This design comes from an exercise in tuning for small area on the open sky130 flow, not from production work. Function was checked by simulation only, so behaviour that the tests miss may differ from the original. Power figures rest on the tool's default switching activity, not on a simulated workload.

### design.v
module Booth_Encoder #(
    parameter radix = 3
) (
    input [radix-1:0] input_num,
    output reg [5-1:0] NUM_CODE  
);
    always @(*) begin
        case (input_num)
            3'b000, 3'b111: NUM_CODE = 5'b10000;
            3'b001, 3'b010: NUM_CODE = 5'b00010;
            3'b101, 3'b110: NUM_CODE = 5'b00001;
            3'b011: NUM_CODE = 5'b01000;
            3'b100: NUM_CODE = 5'b00100;
        endcase
    end
endmodule
`timescale 1ns / 1ps
module Booth_MUL #(
    parameter INPUT_WIDTH = 8,
    parameter NUM_CODE_WIDTH = 5,
    parameter MATRIX_SIZE = 3,
    parameter OUTPUT_WIDTH=$clog2(MATRIX_SIZE*(2**INPUT_WIDTH))-1
) (
    input clk,reset_n,
    input signed [INPUT_WIDTH-1:0] input_q,
    input [NUM_CODE_WIDTH-1:0] NUM_CODE,
    input signed [OUTPUT_WIDTH-1:0] input_partialmul,
    output signed [OUTPUT_WIDTH-1:0] partialmul_out,
    output signed [INPUT_WIDTH-1:0] input_q_next
);
    wire signed [OUTPUT_WIDTH-1:0] input_partialmul_opshift;
    assign input_partialmul_opshift = input_partialmul <<< 2;
    reg signed [OUTPUT_WIDTH-1:0] pipeline_reg_input_partialmul_opshift;
    reg signed [INPUT_WIDTH-1:0] pipeline_reg_input_q;
    reg [NUM_CODE_WIDTH-1:0] pipeline_reg_NUM_CODE;
    reg signed [OUTPUT_WIDTH-1:0] partialmul_out_inner;
    wire signed [OUTPUT_WIDTH-1:0] q_ext, q_rev_ext;
    assign q_ext = pipeline_reg_input_q;
    assign q_rev_ext = -q_ext;
    always @(posedge clk or negedge reset_n) begin
        if (!reset_n)begin
            pipeline_reg_input_partialmul_opshift<=0;
            pipeline_reg_input_q<=0;
            pipeline_reg_NUM_CODE<=0;
        end
        else begin
            pipeline_reg_input_partialmul_opshift<=input_partialmul_opshift;
            pipeline_reg_input_q<=input_q;
            pipeline_reg_NUM_CODE<=NUM_CODE;
        end
    end
    reg signed [INPUT_WIDTH-1:0] input_q_state2;
    always @(posedge clk or negedge reset_n) begin
        if (!reset_n) begin
            partialmul_out_inner<=0;
            input_q_state2<=0;
        end
        else begin
            case (pipeline_reg_NUM_CODE)
                5'b01000:partialmul_out_inner<=(q_ext<<<1)+pipeline_reg_input_partialmul_opshift;
                5'b00100:partialmul_out_inner<=(q_rev_ext<<<1)+pipeline_reg_input_partialmul_opshift;
                5'b00010:partialmul_out_inner<=q_ext+pipeline_reg_input_partialmul_opshift;
                5'b00001:partialmul_out_inner<=q_rev_ext+pipeline_reg_input_partialmul_opshift;
                default:partialmul_out_inner<=pipeline_reg_input_partialmul_opshift;
            endcase
            input_q_state2<=pipeline_reg_input_q;
        end
    end
    assign input_q_next=input_q_state2;
    assign partialmul_out=partialmul_out_inner;
endmodule
`timescale 1ns / 1ps
module Booth_top #(
    parameter INPUT_WIDTH = 8,
    parameter NUM_CODE_WIDTH = 5,
    parameter MATRIX_SIZE = 3,
    parameter OUTPUT_WIDTH=$clog2(MATRIX_SIZE*(2**INPUT_WIDTH))-1
) (
    input clk,
    input reset_n,
    input signed [INPUT_WIDTH-1:0] input_q,
    input signed [INPUT_WIDTH-1:0] input_k,
    input signed [OUTPUT_WIDTH-1:0] left_final_partialmul_out,  
    output reg signed [OUTPUT_WIDTH-1:0] final_partialmul_out
);
    wire [NUM_CODE_WIDTH-1:0] NUM_CODE_0, NUM_CODE_1, NUM_CODE_2, NUM_CODE_3;
    wire signed [OUTPUT_WIDTH-1:0] partialmul_out_0;
    wire signed [OUTPUT_WIDTH-1:0] partialmul_out_1;
    wire signed [OUTPUT_WIDTH-1:0] partialmul_out_2;
    wire signed [OUTPUT_WIDTH-1:0] partialmul_out_3;
    wire signed [INPUT_WIDTH-1:0] q_next_0;
    wire signed [INPUT_WIDTH-1:0] q_next_1;
    wire signed [INPUT_WIDTH-1:0] q_next_2;
    Booth_Encoder booth_enc0 (
        .input_num($unsigned(input_k[7:5])),
        .NUM_CODE(NUM_CODE_0)
    );
    Booth_Encoder booth_enc1 (
        .input_num($unsigned(input_k[5:3])),
        .NUM_CODE(NUM_CODE_1)
    );
    Booth_Encoder booth_enc2 (
        .input_num($unsigned(input_k[3:1])),
        .NUM_CODE(NUM_CODE_2)
    );
    Booth_Encoder booth_enc3 (
        .input_num({$unsigned(input_k[1:0]), 1'b0}),
        .NUM_CODE(NUM_CODE_3)
    );
    Booth_MUL #(.MATRIX_SIZE(MATRIX_SIZE), .OUTPUT_WIDTH(OUTPUT_WIDTH),
                .INPUT_WIDTH(INPUT_WIDTH), .NUM_CODE_WIDTH(NUM_CODE_WIDTH)) Booth_MUL_0 (
        .clk(clk),
        .reset_n(reset_n),
        .input_q(input_q),
        .NUM_CODE(NUM_CODE_0),
        .input_partialmul({OUTPUT_WIDTH{1'b0}}),
        .partialmul_out(partialmul_out_0),
        .input_q_next(q_next_0)
    );
    Booth_MUL #(.MATRIX_SIZE(MATRIX_SIZE), .OUTPUT_WIDTH(OUTPUT_WIDTH),
                .INPUT_WIDTH(INPUT_WIDTH), .NUM_CODE_WIDTH(NUM_CODE_WIDTH)) Booth_MUL_1 (
        .clk(clk),
        .reset_n(reset_n),
        .input_q(q_next_0),
        .NUM_CODE(NUM_CODE_1),
        .input_partialmul(partialmul_out_0),
        .partialmul_out(partialmul_out_1),
        .input_q_next(q_next_1)
    );
    Booth_MUL #(.MATRIX_SIZE(MATRIX_SIZE), .OUTPUT_WIDTH(OUTPUT_WIDTH),
                .INPUT_WIDTH(INPUT_WIDTH), .NUM_CODE_WIDTH(NUM_CODE_WIDTH)) Booth_MUL_2 (
        .clk(clk),
        .reset_n(reset_n),
        .input_q(q_next_1),
        .NUM_CODE(NUM_CODE_2),
        .input_partialmul(partialmul_out_1),
        .partialmul_out(partialmul_out_2),
        .input_q_next(q_next_2)
    );
    Booth_MUL #(.MATRIX_SIZE(MATRIX_SIZE), .OUTPUT_WIDTH(OUTPUT_WIDTH),
                .INPUT_WIDTH(INPUT_WIDTH), .NUM_CODE_WIDTH(NUM_CODE_WIDTH)) Booth_MUL_3 (
        .clk(clk),
        .reset_n(reset_n),
        .input_q(q_next_2),
        .NUM_CODE(NUM_CODE_3),
        .input_partialmul(partialmul_out_2),
        .partialmul_out(partialmul_out_3),
        .input_q_next()
    );
    always @(posedge clk or negedge reset_n) begin
        if (!reset_n) final_partialmul_out <= 0;
        else final_partialmul_out <= partialmul_out_3 + left_final_partialmul_out;
    end
endmodule
module PE_Array #(
    parameter INPUT_WIDTH = 8,
    parameter NUM_CODE_WIDTH = 5,
    parameter MATRIX_SIZE = 3,
    parameter OUTPUT_WIDTH=$clog2(MATRIX_SIZE*(2**INPUT_WIDTH))-1
)(
    input clk,
    input reset_n,
    input [INPUT_WIDTH*MATRIX_SIZE-1:0] input_q,  
    input [INPUT_WIDTH*MATRIX_SIZE*MATRIX_SIZE-1:0] input_k,  
    output [OUTPUT_WIDTH*MATRIX_SIZE-1:0] final_partialmul_out   
);
    wire [OUTPUT_WIDTH*MATRIX_SIZE*(MATRIX_SIZE+1)-1:0] psum;
    genvar i, j;
    generate
        for (i = 0; i < MATRIX_SIZE; i = i + 1) begin : row
            assign psum[OUTPUT_WIDTH*(i*(MATRIX_SIZE+1))+:OUTPUT_WIDTH] = {OUTPUT_WIDTH{1'b0}};
            for (j = 0; j < MATRIX_SIZE; j = j + 1) begin : col
                Booth_top #(
                    .INPUT_WIDTH(INPUT_WIDTH),
                    .NUM_CODE_WIDTH(NUM_CODE_WIDTH),
                    .MATRIX_SIZE(MATRIX_SIZE),
                    .OUTPUT_WIDTH(OUTPUT_WIDTH)
                ) pe (
                    .clk(clk),
                    .reset_n(reset_n),
                    .input_q(input_q[INPUT_WIDTH*(MATRIX_SIZE-j)-1-:INPUT_WIDTH]),  
                    .input_k(input_k[INPUT_WIDTH*(MATRIX_SIZE*MATRIX_SIZE-MATRIX_SIZE*i-j)-1-:INPUT_WIDTH]),  
                    .left_final_partialmul_out(psum[OUTPUT_WIDTH*(i*(MATRIX_SIZE+1)+j)+:OUTPUT_WIDTH]),  
                    .final_partialmul_out(psum[OUTPUT_WIDTH*(i*(MATRIX_SIZE+1)+j+1)+:OUTPUT_WIDTH])  
                );
                if(j==MATRIX_SIZE-1) assign final_partialmul_out[(MATRIX_SIZE-i)*OUTPUT_WIDTH-1-:OUTPUT_WIDTH]=psum[OUTPUT_WIDTH*(i*(MATRIX_SIZE+1)+j+1)+:OUTPUT_WIDTH];
            end
        end
    endgenerate
endmodule
module Array_control#(
    parameter INPUT_WIDTH = 8,
    parameter NUM_CODE_WIDTH = 5,
    parameter MATRIX_SIZE = 3,
    parameter ADDR_WIDTH = $clog2(MATRIX_SIZE**2<<2),
    parameter OUTPUT_WIDTH=$clog2(MATRIX_SIZE*(2**INPUT_WIDTH))-1
)(
    input start,clk,reset_n,
    input        [INPUT_WIDTH*MATRIX_SIZE-1:0]      buffer_input_q, 
    input        [INPUT_WIDTH*MATRIX_SIZE*MATRIX_SIZE-1:0]           buffer_input_k,
    output       job_start,
    output reg         buffer_read_K_EN,
    output             buffer_read_Q_EN,
    output reg      write_enable,
    output reg     [ADDR_WIDTH-1:0]        write_addr,
    output     [ADDR_WIDTH-1:0]        buffer_Q_addr,
    output   [MATRIX_SIZE*OUTPUT_WIDTH-1:0]             QK_RESULT
);
localparam IDLE=1'b0;
localparam ROLLING=1'b1;
localparam PIPE_LATENCY = 1 + 2*4 + 1 + (MATRIX_SIZE-1);
localparam LAST_CNT = PIPE_LATENCY + MATRIX_SIZE - 1;
reg state;
reg [5:0] cnt;
assign job_start = (state==IDLE) & start;
assign buffer_read_Q_EN = (state==ROLLING) && (cnt < 2*MATRIX_SIZE-1);
assign buffer_Q_addr = cnt[ADDR_WIDTH-1:0];
wire [OUTPUT_WIDTH*MATRIX_SIZE-1:0] final_partialmul_out;
    PE_Array #(
        .INPUT_WIDTH(INPUT_WIDTH),
        .NUM_CODE_WIDTH(NUM_CODE_WIDTH),
        .MATRIX_SIZE(MATRIX_SIZE),
        .OUTPUT_WIDTH(OUTPUT_WIDTH)
    ) pe_array_inst (
        .clk(clk),
        .reset_n(reset_n),
        .input_q(buffer_input_q),
        .input_k(buffer_input_k),
        .final_partialmul_out(final_partialmul_out)
    );
assign QK_RESULT=final_partialmul_out;
always @(posedge clk or negedge reset_n) begin
    if(!reset_n)begin
        state<=IDLE;
        cnt<=0;
        buffer_read_K_EN<=0;
        write_enable<=0;
        write_addr<=0;
    end
    else case (state)
    IDLE: begin
        write_enable<=0;
        if(start) begin
            state<=ROLLING;
            cnt<=0;
            buffer_read_K_EN<=1;
        end
    end
    ROLLING:begin
        cnt<=cnt+1;
        buffer_read_K_EN<=0;
        if(cnt>=PIPE_LATENCY-1 && cnt<LAST_CNT) begin
            write_enable<=1;
            write_addr<=cnt-(PIPE_LATENCY-1);
        end
        else write_enable<=0;
        if(cnt==LAST_CNT-1) state<=IDLE;
    end
    endcase
end
endmodule
module matrix_buffer #(
    parameter INPUT_WIDTH = 8,
    parameter MATRIX_SIZE = 3,
    parameter ADDR_WIDTH = $clog2(MATRIX_SIZE**2 << 2)
)(
    input clk,
    input reset_n,
    input K_V_read_EN, K_V_write_EN, K_V_clear,
    input signed [INPUT_WIDTH*MATRIX_SIZE-1:0] MATRIX_INPUT,
    output reg signed [INPUT_WIDTH*MATRIX_SIZE*MATRIX_SIZE-1:0] MATRIX_OUTPUT  
);
    integer i, j;
    reg signed [INPUT_WIDTH*MATRIX_SIZE-1:0] BUFFER [MATRIX_SIZE-1:0];
    reg [ADDR_WIDTH-1:0] K_offset;
    always @(posedge clk or negedge reset_n) begin
        if (~reset_n) begin
            MATRIX_OUTPUT <= 0;
            K_offset <= 0;
           for (j = 0; j < MATRIX_SIZE; j = j + 1) begin
               BUFFER[j] <= {MATRIX_SIZE*INPUT_WIDTH{1'b0}};
           end
        end
        else begin
            if (K_V_read_EN) begin
                for (i = 0; i < MATRIX_SIZE; i = i + 1) begin
                    MATRIX_OUTPUT[(MATRIX_SIZE-i) * INPUT_WIDTH * MATRIX_SIZE -1 -: MATRIX_SIZE * INPUT_WIDTH] <= BUFFER[i];
                end
            end
            if (K_V_clear) K_offset <= 0;
            else if (K_V_write_EN) begin
                if (K_offset < MATRIX_SIZE) BUFFER[K_offset] <= MATRIX_INPUT;
                K_offset <= K_offset + 1;  
            end
        end
    end
endmodule
module row_buffer #(
    parameter INPUT_WIDTH = 8,          
    parameter MATRIX_SIZE = 3,          
    parameter ADDR_WIDTH = $clog2(MATRIX_SIZE**2<<2)  
)(
    input clk,
    input reset_n,
    input write_en, clear,                            
    input [MATRIX_SIZE*INPUT_WIDTH-1:0] ROW_INPUT,
    input read_en,                                      
    input [ADDR_WIDTH-1:0] read_addr,                   
    output reg [MATRIX_SIZE*INPUT_WIDTH-1:0] read_data       
);
    localparam DEPTH = 2*MATRIX_SIZE-1;
    reg [MATRIX_SIZE*INPUT_WIDTH-1:0] buffer_data [DEPTH-1:0];  
    reg [ADDR_WIDTH-1:0] offset;
    integer j;
    always @(posedge clk or negedge  reset_n) begin
        if (~reset_n) begin
           for (j = 0; j < DEPTH; j = j + 1) begin
               buffer_data[j] <= {MATRIX_SIZE*INPUT_WIDTH{1'b0}};
           end
            offset <= 0;
            read_data <= {MATRIX_SIZE*INPUT_WIDTH{1'b0}};
        end
        else begin
            if (clear) offset <= 0;
            else if (write_en) begin
                for (j = 0; j < MATRIX_SIZE; j = j + 1) begin
                    if (offset + j < DEPTH)
                        buffer_data[offset + j][(MATRIX_SIZE - j) * INPUT_WIDTH - 1 -: INPUT_WIDTH]
                            <= ROW_INPUT[(MATRIX_SIZE - j) * INPUT_WIDTH - 1 -: INPUT_WIDTH];
                end
                offset <= offset + 1;  
            end
            if (read_en) begin
                if (read_addr < DEPTH) read_data <= buffer_data[read_addr];
            end
        end
    end
endmodule
module OutputBuffer #(
    parameter MATRIX_SIZE = 3,
    parameter INPUT_WIDTH=8,
    parameter ADDR_WIDTH = $clog2(MATRIX_SIZE**2<<2),
    parameter OUTPUT_WIDTH = $clog2(MATRIX_SIZE*(2**INPUT_WIDTH))-1
)(
    input clk,
    input reset_n,
    input read_en,
    input [ADDR_WIDTH-1:0] READ_ADDR,
    input write_enable,
    input [ADDR_WIDTH-1:0] write_addr,
    input [OUTPUT_WIDTH*MATRIX_SIZE-1:0] QK_RESULT ,  
    output reg [MATRIX_SIZE*OUTPUT_WIDTH-1:0] QK_RESULT_READ
);
reg [OUTPUT_WIDTH-1:0] BUFFER [MATRIX_SIZE-1:0][MATRIX_SIZE-1:0];  
integer i,j;
always @(posedge clk or negedge  reset_n) begin
    if (~reset_n) begin
        QK_RESULT_READ<=0;
        for(i=0;i<MATRIX_SIZE;i=i+1) for(j=0;j<MATRIX_SIZE;j=j+1) BUFFER[i][j]<=0;
    end else begin
        if(write_enable) begin
            for(i=0;i<MATRIX_SIZE;i=i+1)
                if(write_addr<MATRIX_SIZE)
                    BUFFER[i][write_addr]<=QK_RESULT[(MATRIX_SIZE-i)*OUTPUT_WIDTH-1-:OUTPUT_WIDTH];
        end
        if(read_en && READ_ADDR<MATRIX_SIZE) begin
            for (i = 0; i < MATRIX_SIZE; i = i + 1) begin
                QK_RESULT_READ[(MATRIX_SIZE-i) * OUTPUT_WIDTH -1 -: OUTPUT_WIDTH] <= BUFFER[READ_ADDR][i]; 
            end
        end
    end
end
endmodule
module Attention_top #(
    parameter INPUT_WIDTH = 8,
    parameter NUM_CODE_WIDTH = 5,
    parameter MATRIX_SIZE = 3,
    parameter ADDR_WIDTH = $clog2(MATRIX_SIZE**2<<2),
    parameter OUTPUT_WIDTH = $clog2(MATRIX_SIZE*(2**INPUT_WIDTH))-1
)(
    input clk,
    input reset_n,
    input start,
    input softmax_req,DATA_write_EN,
    input  [INPUT_WIDTH*MATRIX_SIZE-1:0] Q_INPUT,
    input [INPUT_WIDTH*MATRIX_SIZE-1:0] MATRIX_INPUT,
    output reg [MATRIX_SIZE*OUTPUT_WIDTH-1:0] Output_RESULT,
    input output_req
);
wire [ADDR_WIDTH-1:0] Q_S_addr, write_addr;
wire [MATRIX_SIZE*OUTPUT_WIDTH-1:0] QK_RESULT;
wire write_enable;
wire job_start;
wire [INPUT_WIDTH*MATRIX_SIZE*MATRIX_SIZE-1:0] MATRIX_OUTPUT;
wire [OUTPUT_WIDTH*MATRIX_SIZE-1:0] output_buffer_READ_VALUE;
wire [INPUT_WIDTH*MATRIX_SIZE-1:0] Q_S_date;
wire K_V_read_EN;
wire Q_S_read_EN;
reg output_buffer_READ_EN;
reg [ADDR_WIDTH-1:0] output_buffer_READ_ADDR;
reg [ADDR_WIDTH-1:0] output_READ_ADDR;
    Array_control #(
        .INPUT_WIDTH(INPUT_WIDTH),
        .NUM_CODE_WIDTH(NUM_CODE_WIDTH),
        .MATRIX_SIZE(MATRIX_SIZE),
        .ADDR_WIDTH(ADDR_WIDTH),
        .OUTPUT_WIDTH(OUTPUT_WIDTH)
    ) array_control_inst (
        .start(start),
        .clk(clk),
        .reset_n(reset_n),
        .buffer_input_q(Q_S_date),
        .buffer_input_k(MATRIX_OUTPUT),
        .job_start(job_start),
        .buffer_read_K_EN(K_V_read_EN),
        .buffer_read_Q_EN(Q_S_read_EN),
        .write_enable(write_enable),
        .write_addr(write_addr),
        .buffer_Q_addr(Q_S_addr),
        .QK_RESULT(QK_RESULT)
    );
    matrix_buffer #(
        .INPUT_WIDTH(INPUT_WIDTH),
        .MATRIX_SIZE(MATRIX_SIZE),
        .ADDR_WIDTH(ADDR_WIDTH)
    ) matrix_buffer_inst (
        .clk(clk),
        .reset_n(reset_n),
        .K_V_read_EN(K_V_read_EN),
        .K_V_write_EN(DATA_write_EN),
        .K_V_clear(job_start),
        .MATRIX_INPUT(MATRIX_INPUT),
        .MATRIX_OUTPUT(MATRIX_OUTPUT)
    );
    row_buffer #(
        .INPUT_WIDTH(INPUT_WIDTH),
        .MATRIX_SIZE(MATRIX_SIZE),
        .ADDR_WIDTH(ADDR_WIDTH)
    ) row_buffer_inst (
        .clk(clk),
        .reset_n(reset_n),
        .write_en(DATA_write_EN),
        .clear(job_start),
        .ROW_INPUT(Q_INPUT),
        .read_en(Q_S_read_EN),
        .read_addr(Q_S_addr),
        .read_data(Q_S_date)
    );
    OutputBuffer #(
        .MATRIX_SIZE(MATRIX_SIZE),
        .INPUT_WIDTH(INPUT_WIDTH),
        .ADDR_WIDTH(ADDR_WIDTH),
        .OUTPUT_WIDTH(OUTPUT_WIDTH)
    ) output_buffer_inst (
        .clk(clk),
        .reset_n(reset_n),
        .write_enable(write_enable),
        .write_addr(write_addr),
        .QK_RESULT(QK_RESULT),
        .read_en(output_buffer_READ_EN),
        .READ_ADDR(output_buffer_READ_ADDR),
        .QK_RESULT_READ(output_buffer_READ_VALUE)
    );
    always @(posedge clk or negedge reset_n) begin
        if(~reset_n) begin
            output_READ_ADDR<=0;
            output_buffer_READ_EN<=0;
            output_buffer_READ_ADDR<=0;
            Output_RESULT<=0;
        end
        else if(output_req) begin
            output_buffer_READ_EN<=1;
            output_buffer_READ_ADDR<=output_READ_ADDR;
            output_READ_ADDR<=output_READ_ADDR+1;
            Output_RESULT<=output_buffer_READ_VALUE;
        end
        else begin
            output_READ_ADDR<=0;
            output_buffer_READ_EN<=0;
            Output_RESULT<=0;
        end
    end
endmodule
### run.sh
#!/bin/bash
# synth_recipe.tcl (not shown) runs the flow's synth.tcl, then flattens the netlist and writes it again
# the make line also repeats each setting of config.mk as NAME=value (left out here)
make -C /OpenROAD-flow-scripts/flow DESIGN_CONFIG=/design/flow/config.mk WORK_HOME=/design/flow/orfs CLKGATE_MAP_FILE= SYNTH_SCRIPT=/design/flow/synth_recipe.tcl finish
### config.mk
export PLATFORM = sky130hd
export DESIGN_NAME = Attention_top
export DESIGN_NICKNAME = Attention_top
export VERILOG_FILES = /design/flow/design.v
export SDC_FILE = /design/flow/constraint.sdc
export NUM_CORES = 4
export LEC_CHECK = 0
export CAP_MARGIN = 20
export CORE_MARGIN = 2
export CORE_UTILIZATION = 40
export SLEW_MARGIN = 20
### constraint.sdc
create_clock -name core_clock -period 5.0 [get_ports {clk}]
set_input_delay 1.0000 -clock core_clock [delete_from_list [all_inputs] [get_ports {clk}]]
set_output_delay 1.0000 -clock core_clock [all_outputs]
set_load 0.01 [all_outputs]
==> impl_results.md, run 1 <==
- Worst Path Arrival: 4.65 ns
- Setup slack at placement: 1.00 ns
- Routed vias/inst: 5.42
- Switch share: 38.6%
- Sequential Power Share: 39.5%
- FF+latch count, synth: 1234
- Post-Synthesis Cells: 5229
- Static Leak: 30.3 nW
- Die height: 385 µm
- Synth warn: 11
- Sum Neg Setup Slack: 0 ns
- Clock tree buffer depth: 3
- Number of antenna violations at the first check in global routing: 5
- Crit Path Max Fanout: 18
- Latest clock arrival within the worst-skew pair: 0.80 ns
- Post-CTS Setup Bufs: 0
- Most frequent cells in the layout: dfrtp_1, nand2_1, nor2_1
- Routed via count: 39772
- CP Data Required Time: 5.62 ns
- Top FF cell, synth: dfrtp_1
- Commonest non-fill, non-tap cell in the layout: dfrtp_1
- DR pass1 iterations: 12
- Die area: 0.148 mm²
- Hpwl dp: 98900 µm
- Core ar.: 0.144 mm²
- Synthesized net count: 5567
- Pwr Density: 681 mW/mm²
- Placed Cells: 7079
- Min-delay worst type: in2async
- Placer Congestion: 0.913
- Pint: 0.0277 W
- Initial Util: 40.4%
- CTS root buffer: clkbuf_16
- Largest family of logic cells by synthesized area: compound AO/OA/AOI/OAI gates
- Crit-path slowest cell: ha_1
- CP Launch Type: register
- VDD IR max: 0.368 mV
- Slew Limit Fails: 0
- PortBufs: 79
- Nets@finish: 5653
- WL final: 137000 µm
- Post-route setup slack: 0.967 ns
- Avg Inst Size Synth: 11.1 µm²
- Maxcap violations: 0
- Critical path class: reg2reg
- Async SR Flop Fraction: 100%
- Io pins: 81
- Die X-Extent: 385 µm
- Non-Filler Instances: 7332
- CTS Buf Count: 137
- Largest net degree at the start of global routing: 139
- Relative slew slack: 30.1%
- TritonCTS Sinks: 1234
- GRT Resource Usage Total: 18.6%
- Status: complete, no violations
- Post-Synth XOR/XNOR Area: 3.86%
- CP peak stage delay: 0.59 ns
- Tot Pwr: 0.0451 W
- Critical Path Sink Type: register
- Worst-path clk slew: 0.06 ns
- Rows: 139
- Synth Area in Adders: 6.56%
- Synth cell types: 88
- Post-CTS Resized: 0
- Drt wl/cell: 18.6 µm
- Worst Tran Pin Value: 1.05 ns
- # diodes: 0
- Layout area overhead: 14.0%
- Synth Cell Area: 0.0581 mm²
- Period utilization: 80.7%
- Iter 0 DRT Violations: 2870
- Hold_buf cts: 0
- Fin. Hold Viols: 0
- Final setup violation count: 0
- Clock share of power: 23.9%
- Gr ovfl total: 0
- Hold slack final: 0.278 ns
- Clock Skew: 0.0568 ns
- Fraction of layout cells with a size suffix above 1: 13.1%
- Number of global-route vias before repair: 39622
- CP top delay family: adder cells
- Final min period: 4.03 ns
- CP cell instances: inv_1 > ha_1 > inv_1 > fa_1 > ha_1 > buf_4 > nor2b_1 > a21boi_0 > a31oi_1 > o41ai_1 > nand3_1 > nor3_1 > o22ai_1
- RSZ-0062 raised after global routing: no
- Final ANT Viol Nets: 0
- Buf/Inv on CP: 3
- Mux share of post-synthesis cell area: 6.72%
- DRC Markers: 0
- Fmax achieved: 248 MHz
- NetSw: 0.0174 W
- Synth Area in Compound Gates: 14.4%
- Post-synth EDFFs: 0
- Combinational share of power: 36.6%
- CTS tree: yes
- First-pass GRT wire length: 221000 µm
- Synth Area in Simple Gates: 12.2%
- Seq/Total Area, Yosys: 53.2%
- CTS H-tree lvls: 4
==> per-layer routing <==
layer | wire [µm] | GRT usage (%) | vias up | share of wire [%]
met3 | 5750 | 2.99 | 247 | 4.2
met4 | 4220 | 6.58 | 8 | 3.1
met2 | 66700 | 31.4 | 965 | 49
met5 | 47 | 0 | - | 0.034
met1 | 59800 | 24.3 | 19660 | 44
li1 | - | - | 18892 | -
==> power by group through the flow <==
stage          clock network, W  logic (W)  registers [W]
2_1_floorplan                 0     0.0130         0.0161
3_3_place_gp                  0     0.0161         0.0178
3_5_place_dp                  0     0.0165         0.0180
4_1_cts                  0.0111     0.0166         0.0178
5_1_grt                  0.0115     0.0186         0.0184
6_report                 0.0108     0.0165         0.0178
==> layout make-up <==
| cell class | instances | area [µm²] |
|---|---|---|
| fill | 13106 | 77600 |
| sequential | 1234 | 30900 |
| multi-input combinational | 3527 | 25400 |
| clock buffer | 187 | 3920 |
| tap | 1903 | 2380 |
| timing repair buffer | 161 | 1570 |
| clock inverter | 66 | 1110 |
| inverter | 254 | 953 |
==> metrics by stage <==
step	instance area, µm²	utilization [%]
floorplan	58100	-
global placement	61200	42.5
detailed placement	61200	42.5
CTS	66200	46.0
global route	66200	46.0
finish	66200	46.0
==> synthesized netlist by cell type (21+ instances only) <==
master | count | area, µm²
dfrtp_1 | 1234 | 30900
nand2_1 | 397 | 1490
nor2_1 | 366 | 1370
a21oi_1 | 364 | 1820
mux2_2 | 320 | 3600
inv_1 | 254 | 953
ha_1 | 250 | 3130
o21ai_0 | 217 | 1090
clkbuf_1 | 175 | 657
xnor2_1 | 157 | 1380
and2_1 | 112 | 701
a22oi_1 | 108 | 811
nor2b_1 | 99 | 619
nand3_1 | 92 | 460
xor2_1 | 79 | 692
a21o_1 | 66 | 495
a31oi_1 | 55 | 344
o22ai_1 | 55 | 344
a222oi_1 | 53 | 531
nor3_1 | 50 | 250
a221oi_1 | 47 | 412
a221o_1 | 42 | 420
nor4_1 | 41 | 257
a22o_1 | 38 | 333
a211oi_1 | 37 | 278
fa_1 | 34 | 681
o21bai_1 | 34 | 255
and3_1 | 31 | 194
mux2i_1 | 30 | 300
or3_1 | 28 | 175
nor4b_2 | 22 | 330
o221ai_1 | 22 | 193
buf_1 | 21 | 78.8
==> worst register-to-register path, delay by kind of cell, from the launching register on <==
kind	cells	cell delay, ns
flops	1	0.51
fa+ha+maj	3	1.45
simple gates	3	0.56
compound gates	4	0.89
buf+inv	3	0.51
==> logic make-up (layout without fill, tap and decap cells) <==
| kind of cell | count (synthesis) | count (layout) |
|---|---|---|
| flip-flops | 1234 | 1234 |
| buffers and inverters | 468 | 668 |
| XOR/XNOR | 244 | 244 |
| adder cells (fa/ha/maj) | 284 | 284 |
| multiplexers | 350 | 350 |
| AND/OR/NAND/NOR | 1390 | 1390 |
| AO/OA/AOI/OAI | 1259 | 1259 |
==> worst paths after layout <==
kind | startpoint | endpoint | slack [ns] | cells after the start
worst min register to register | register | register | 0.33 | 0
min in group core_clock | register | register | 0.33 | 0
worst max-delay path | output_buffer_READ_ADDR[0]$_DFFE_PN0P_ | output_buffer_inst.QK_RESULT_READ[24]$_DFFE_PN0P_ | 0.97 | 13
max in group asynchronous | reset_n | async pin | 3.52 | 2
worst max register to register | output_buffer_READ_ADDR[0]$_DFFE_PN0P_ | output_buffer_inst.QK_RESULT_READ[24]$_DFFE_PN0P_ | 0.97 | 13
worst min-delay path | reset_n | async pin | 0.28 | 1
==> run 2: changes to the inputs <==
==> design.v (replaced) <==
module Attention_top #(
    parameter INPUT_WIDTH = 8,
    parameter NUM_CODE_WIDTH = 5,
    parameter MATRIX_SIZE = 3,
    parameter ADDR_WIDTH = $clog2(MATRIX_SIZE**2<<2),
    parameter OUTPUT_WIDTH = $clog2(MATRIX_SIZE*(2**INPUT_WIDTH))-1
)(
    input clk,
    input reset_n,
    input start,
    input softmax_req,DATA_write_EN,
    input  [INPUT_WIDTH*MATRIX_SIZE-1:0] Q_INPUT,
    input [INPUT_WIDTH*MATRIX_SIZE-1:0] MATRIX_INPUT,
    output [MATRIX_SIZE*OUTPUT_WIDTH-1:0] Output_RESULT,
    input output_req
);
    reg [3:0] cnt;           
    reg [2:0] ph;            
    reg       oreq_d;
    reg [2:0] osel;          
    wire [2:0] jsel;
    assign jsel[0] = (cnt == 4'd1) | (cnt == 4'd2) | (cnt == 4'd3);
    assign jsel[1] = (cnt == 4'd4) | (cnt == 4'd5) | (cnt == 4'd6);
    assign jsel[2] = (cnt == 4'd7) | (cnt == 4'd8) | (cnt == 4'd9);
    wire clr = jsel[0];
    always @(posedge clk or negedge reset_n) begin
        if (!reset_n) begin
            cnt <= 4'd0;
            oreq_d <= 1'b0;
        end else begin
            if (start) cnt <= 4'd1;
            else if (cnt == 4'd9) cnt <= 4'd0;
            else if (cnt != 4'd0) cnt <= cnt + 4'd1;
            oreq_d <= output_req;
        end
    end
    always @(posedge clk) begin
        ph <= start ? 3'b100 : {ph[1:0], ph[2]};
        if (output_req & ~oreq_d) osel <= ph;
    end
    reg [23:0] qw0, qw1, qw2;
    always @(posedge clk) begin
        if (DATA_write_EN) begin
            qw0 <= Q_INPUT;
            qw1 <= qw0;
            qw2 <= qw1;
        end
    end
    reg [7:0] kc0 [0:2];    
    reg [7:0] kc1 [0:2];
    reg [7:0] kc2 [0:2];
    always @(posedge clk) begin
        if (DATA_write_EN | jsel[0]) begin
            kc0[0] <= kc0[1]; kc0[1] <= kc0[2]; kc0[2] <= MATRIX_INPUT[23:16];
        end
        if (DATA_write_EN | jsel[1]) begin
            kc1[0] <= kc1[1]; kc1[1] <= kc1[2]; kc1[2] <= MATRIX_INPUT[15:8];
        end
        if (DATA_write_EN | jsel[2]) begin
            kc2[0] <= kc2[1]; kc2[1] <= kc2[2]; kc2[2] <= MATRIX_INPUT[7:0];
        end
    end
    wire [7:0] kop = ({8{jsel[0]}} & kc0[0]) | ({8{jsel[1]}} & kc1[0]) | ({8{jsel[2]}} & kc2[0]);
    function [7:0] qsel;
        input [23:0] w;
        input [2:0] s;
        qsel = ({8{s[0]}} & w[23:16]) | ({8{s[1]}} & w[15:8]) | ({8{s[2]}} & w[7:0]);
    endfunction
    wire [7:0] q0op = qsel(qw2, jsel);
    wire [7:0] q1op = qsel(qw1, jsel);
    wire [7:0] q2op = qsel(qw0, jsel);
    reg [26:0] rs0, rs1, rs2;
    wire [8:0] a0 = rs2[26:18] & {9{~clr}};
    wire [8:0] a1 = rs2[17:9]  & {9{~clr}};
    wire [8:0] a2 = rs2[8:0]   & {9{~clr}};
    wire signed [8:0] ks  = {kop[7], kop};
    wire signed [8:0] q0s = {q0op[7], q0op};
    wire signed [8:0] q1s = {q1op[7], q1op};
    wire signed [8:0] q2s = {q2op[7], q2op};
    wire [8:0] p0 = ks * q0s;
    wire [8:0] p1 = ks * q1s;
    wire [8:0] p2 = ks * q2s;
    always @(posedge clk) begin
        rs0 <= {a0 + p0, a1 + p1, a2 + p2};
        rs1 <= rs0;
        rs2 <= rs1;
    end
    assign Output_RESULT = ({27{osel[0]}} & rs0) | ({27{osel[1]}} & rs1) | ({27{osel[2]}} & rs2);
endmodule
--- a/config.mk
+++ b/config.mk
@@ -5,7 +5,8 @@
 export SDC_FILE = /design/flow/constraint.sdc
 export NUM_CORES = 4
 export LEC_CHECK = 0
+export ABC_AREA = 1
 export CAP_MARGIN = 20
 export CORE_MARGIN = 2
-export CORE_UTILIZATION = 40
+export CORE_UTILIZATION = 60
 export SLEW_MARGIN = 20
==> run 2 against run 1 <==
Effect of this change:
- now fails the layout checks on setup timing
- final area shrank 77%
- largest cell class unchanged
- total power shrank 81%
- largest power group is now combinational cells
- sequential cell count shrank 998
- worst setup slack lost 1.3 ns
- sequential share of layout area shrank 5.1 points
- utilization grew 31 points
- global-route usage grew 4.9 points
- synthesized cell count shrank 78%
==> impl_results.md, run 2 <==
- Fill cells: 1377 (-89%)
- Pwr Density: 584 mW/mm² (-14%)
- Share of the synthesized area in the top cell type: 36.9% (-16 points)
- CP Launch Type: register
- Layout area overhead: 25.1%
- Critical Path Sink Type: register
- Design area: 0.0150 mm² (-77%)
- Post-Synthesis Cells: 1169 (-78%)
- CTS H-tree lvls: 1 (-3)
- Rows: 51 (-63%)
- First-pass GRT wire length: 39700 µm (-82%)
- Post-route setup slack: -0.312 ns (-1.28 ns)
- Synth warn: 4 (-7)
- NetSw: 0.00318 W (-82%)
- Final ANT Viol Nets: 0 (unchanged)
- Nets@finish: 1555 (-72%)
- PortBufs: 79 (unchanged)
- Post-synth EDFFs: 147 (+147)
- Fraction of layout cells with a size suffix above 1: 16.7% (+3.6 points)
- DRC Markers: 0 (unchanged)
- Routed vias/inst: 4.95 (-8.8%)
- Status: failed layout checks
- Fmax achieved: 188 MHz (-24%)
- Number of global-route vias before repair: 8109 (-80%)
- Pint: 0.00557 W (-80%)
- CP Data Required Time: 5.42 ns (-0.20 ns)
- Clock tree buffer depth: 3 (unchanged)
- Cell types with the highest counts after synthesis: nand2_1, inv_1, edfxtp_1
- Period utilization: 106% (+26 points)
- Combinational share of power: 49.2% (+13 points)
- Io pins: 81 (unchanged)
- Worst-path clk slew: 0.06 ns (about the same)
- Commonest non-fill, non-tap cell in the layout: nand2_1
- FF+latch count, synth: 236 (-81%)
- TritonCTS Sinks: 236 (-81%)
- Yosys top cell by area: edfxtp_1
- Latest clock arrival within the worst-skew pair: 0.53 ns (-0.27 ns)
- Sequential Power Share: 31.8% (-7.7 points)
- Top Registers: rs0 (27), rs1 (27), rs2 (27)
- Iter 0 DRT Violations: 390 (-86%)
- Crit Path Max Fanout: 8 (-10)
- Worst Tran Pin Value: 1.07 ns (+0.0227 ns)
- RSZ-0062 raised after global routing: yes
- Clock share of power: 19.0% (-4.9 points)
- Final setup violation count: 2 (+2)
- Synth cell types: 37 (-58%)
- GRT Resource Usage Total: 23.5% (+4.9 points)
- # diodes: 0 (unchanged)
- Gr ovfl total: 0 (unchanged)
- Most frequent cells in the layout: nand2_1, inv_1, edfxtp_1
- Sequential cell area: 0.00622 mm² (-80%)
- WL final: 24400 µm (-82%)
- Setup slack at placement: -0.335 ns (-1.34 ns)
- Hold_buf cts: 0 (unchanged)
- Die area: 0.0211 mm² (-86%)
- VDD IR max: 0.360 mV (-1.9%)
- Tot Pwr: 0.00875 W (-81%)
- DR pass1 iterations: 5 (-7)
- Synthesized net count: 1364 (-75%)
- Leading post-synthesis cells by cell area: edfxtp_1, dfxtp_1, fa_1
- Hpwl dp: 17600 µm (-82%)
- Switch share: 36.4% (-2.2 points)
- Maxcap violations: 0 (unchanged)
- Post-placement cell area: 0.0138 mm² (-77%)
- Final min period: 5.31 ns (+1.28 ns)
- Seq/Total Area, Yosys: 51.9% (-1.2 points)
- Placer Congestion: 0.870 (-4.6%)
- Largest net degree at the start of global routing: 73 (-47%)
- Relative slew slack: 28.6% (-1.5 points)
- CTS root buffer: clkbuf_16
- Area of the multi-input gates: 0.00522 mm² (-79%)
- Core ar.: 0.0195 mm² (-86%)
- Fin. Hold Viols: 0 (unchanged)
- Die height: 145 µm (-62%)
- Avg Inst Size Synth: 10.2 µm² (-7.8%)
- Count leader, synth: nand2_1
- CTS tree: yes
- Routed via count: 8121 (-80%)
- Drt wl/cell: 14.9 µm (-20%)
- Number of antenna violations at the first check in global routing: 0 (-5)
- Async SR Flop Fraction: 2.12% (-98 points)
- Hold slack final: 0.346 ns (+0.0673 ns)
- Static Leak: 7.15 nW (-76%)
- Violated checks: setup timing
- Top FF cell, synth: edfxtp_1
- Min-delay worst type: reg2reg
- CTS Buf Count: 24 (-82%)
- Critical path class: reg2reg
- Slew Limit Fails: 0 (unchanged)
- Worst Path Arrival: 5.74 ns (+1.09 ns)
- Die X-Extent: 145 µm (-62%)
- Initial Util: 61.3% (+21 points)
- Synth Cell Area: 0.0120 mm² (-79%)
- Clock Skew: 0.0149 ns (-0.0419 ns)
## run 2: stage by stage
| stage | instances | setup TNS (ns) | util (%) |
|---|---|---|---|
| floorplan | 1169 | -0.00556 | - |
| global placement | 1588 | -0.666 | 70.6 |
| detailed placement | 1588 | -0.914 | 70.6 |
| CTS | 1637 | -0.512 | 75.6 |
| global route | 1641 | -1.16 | 76.8 |
| finish | 1641 | -0.597 | 76.8 |
## run 2: repair_timing
action	in CTS	in global routing
buffers inserted	6	5
pin swaps	12	27
gates resized for setup	36	42
gates cloned	1	0
setup endpoints to repair	3	4
hold endpoints to repair	0	0
## run 2: final timing paths
| path | start | endpoint | slack [ns] | cells after the start |
|---|---|---|---|---|
| min in group asynchronous | reset_n | oreq_d$_DFF_PN0_ | 0.69 | 1 |
| worst min-delay path | rs1[17]$_DFF_P_ | rs2[17]$_DFF_P_ | 0.35 | 0 |
| worst max register to register | cnt[0]$_DFFE_PN0P_ | rs0[26]$_DFF_P_ | -0.31 | 24 |
| max in group asynchronous | reset_n | cnt[1]$_DFFE_PN0P_ | 4.10 | 1 |
| worst max-delay path | cnt[0]$_DFFE_PN0P_ | rs0[26]$_DFF_P_ | -0.31 | 24 |
| worst min register to register | rs1[17]$_DFF_P_ | rs2[17]$_DFF_P_ | 0.35 | 0 |
## run 2: final cells by class
cell class | instances | area share [%]
clock buffers | 31 | 4.18
clock inverters | 11 | 0.726
inverters | 194 | 4.92
multi-input cells | 711 | 34.8
repair buffers | 193 | 11.6
flip-flops and latches | 236 | 41.5
well taps | 265 | 2.21
## run 2: power by group through the flow
stage	Sequential (W)	Combinational (W)	Clock [W]
2_1_floorplan	0.00274	0.00251	0
3_3_place_gp	0.00279	0.00367	0
3_5_place_dp	0.00281	0.00380	0
4_1_cts	0.00278	0.00398	0.00171
5_1_grt	0.00283	0.00494	0.00178
6_report	0.00278	0.00431	0.00166
## run 2: cells by family (layout without fill, tap and decap cells)
logic type	Yosys count	in the layout	synth area share, %
AND/OR/NAND/NOR	531	532	18.8
XOR/XNOR	23	23	1.68
adder cells (fa/ha/maj)	141	141	19.6
buffers and inverters	223	429	7.23
AO/OA/AOI/OAI	15	15	0.783
flip-flops	236	236	51.9
## run 2: worst max-delay path, stage by stage, from the launching register on
cell and delay (ns):
dfrtp_2 0.46, nor2_4 0.15, nor2_4 0.05, buf_12 0.14
buf_8 0.13, a22o_1 0.26, a21oi_2 0.15, buf_6 0.14
buf_4 0.11, nand2_1 0.06, fa_1 0.49, fa_1 0.49
inv_1 0.05, fa_1 0.45, fa_1 0.50, fa_1 0.58
ha_4 0.23, a21oi_4 0.16, xor2_2 0.17, inv_1 0.06
nand2_1 0.07, nand2_1 0.06, nand2_1 0.05, nand2_1 0.05
xor2_1 0.15
## run 2: layer usage
| metal | up-vias | wire [µm] | global-route usage (%) |
|---|---|---|---|
| li1 | 4027 | - | - |
| met1 | 3835 | 10200 | 31.2 |
| met2 | 211 | 12300 | 40.9 |
| met3 | 48 | 1300 | 3.46 |
| met4 | 0 | 585 | 6.08 |
| met5 | - | 0 | 0 |

[separate check: timing with driven ports]
In the flow no input, the clock included, has a driving cell. The finished layouts below were timed again as built, in two steps. Step 1: set_driving_cell puts a clkbuf_16 on clk and a buf_2 on each other input, an assumption about the parent block. Step 2, shift: input delay + t, output delay - t, t = (earliest + latest rising clock arrival at the registers) / 2. This alone moves slack from input paths to output paths. a / b / c = ideal / step 1 / step 2; a / b = the first two.
| run | t (ns) | slack for setup (ns) | slew at the worst register clock pin (ns) |
|---|---|---|---|
| run 1 | 0.849 | 0.967 / 0.967 / 0.967 | 0.06 / 0.06 |
| run 2 | 0.573 | -0.312 / -0.312 / -0.312 | 0.06 / 0.06 |
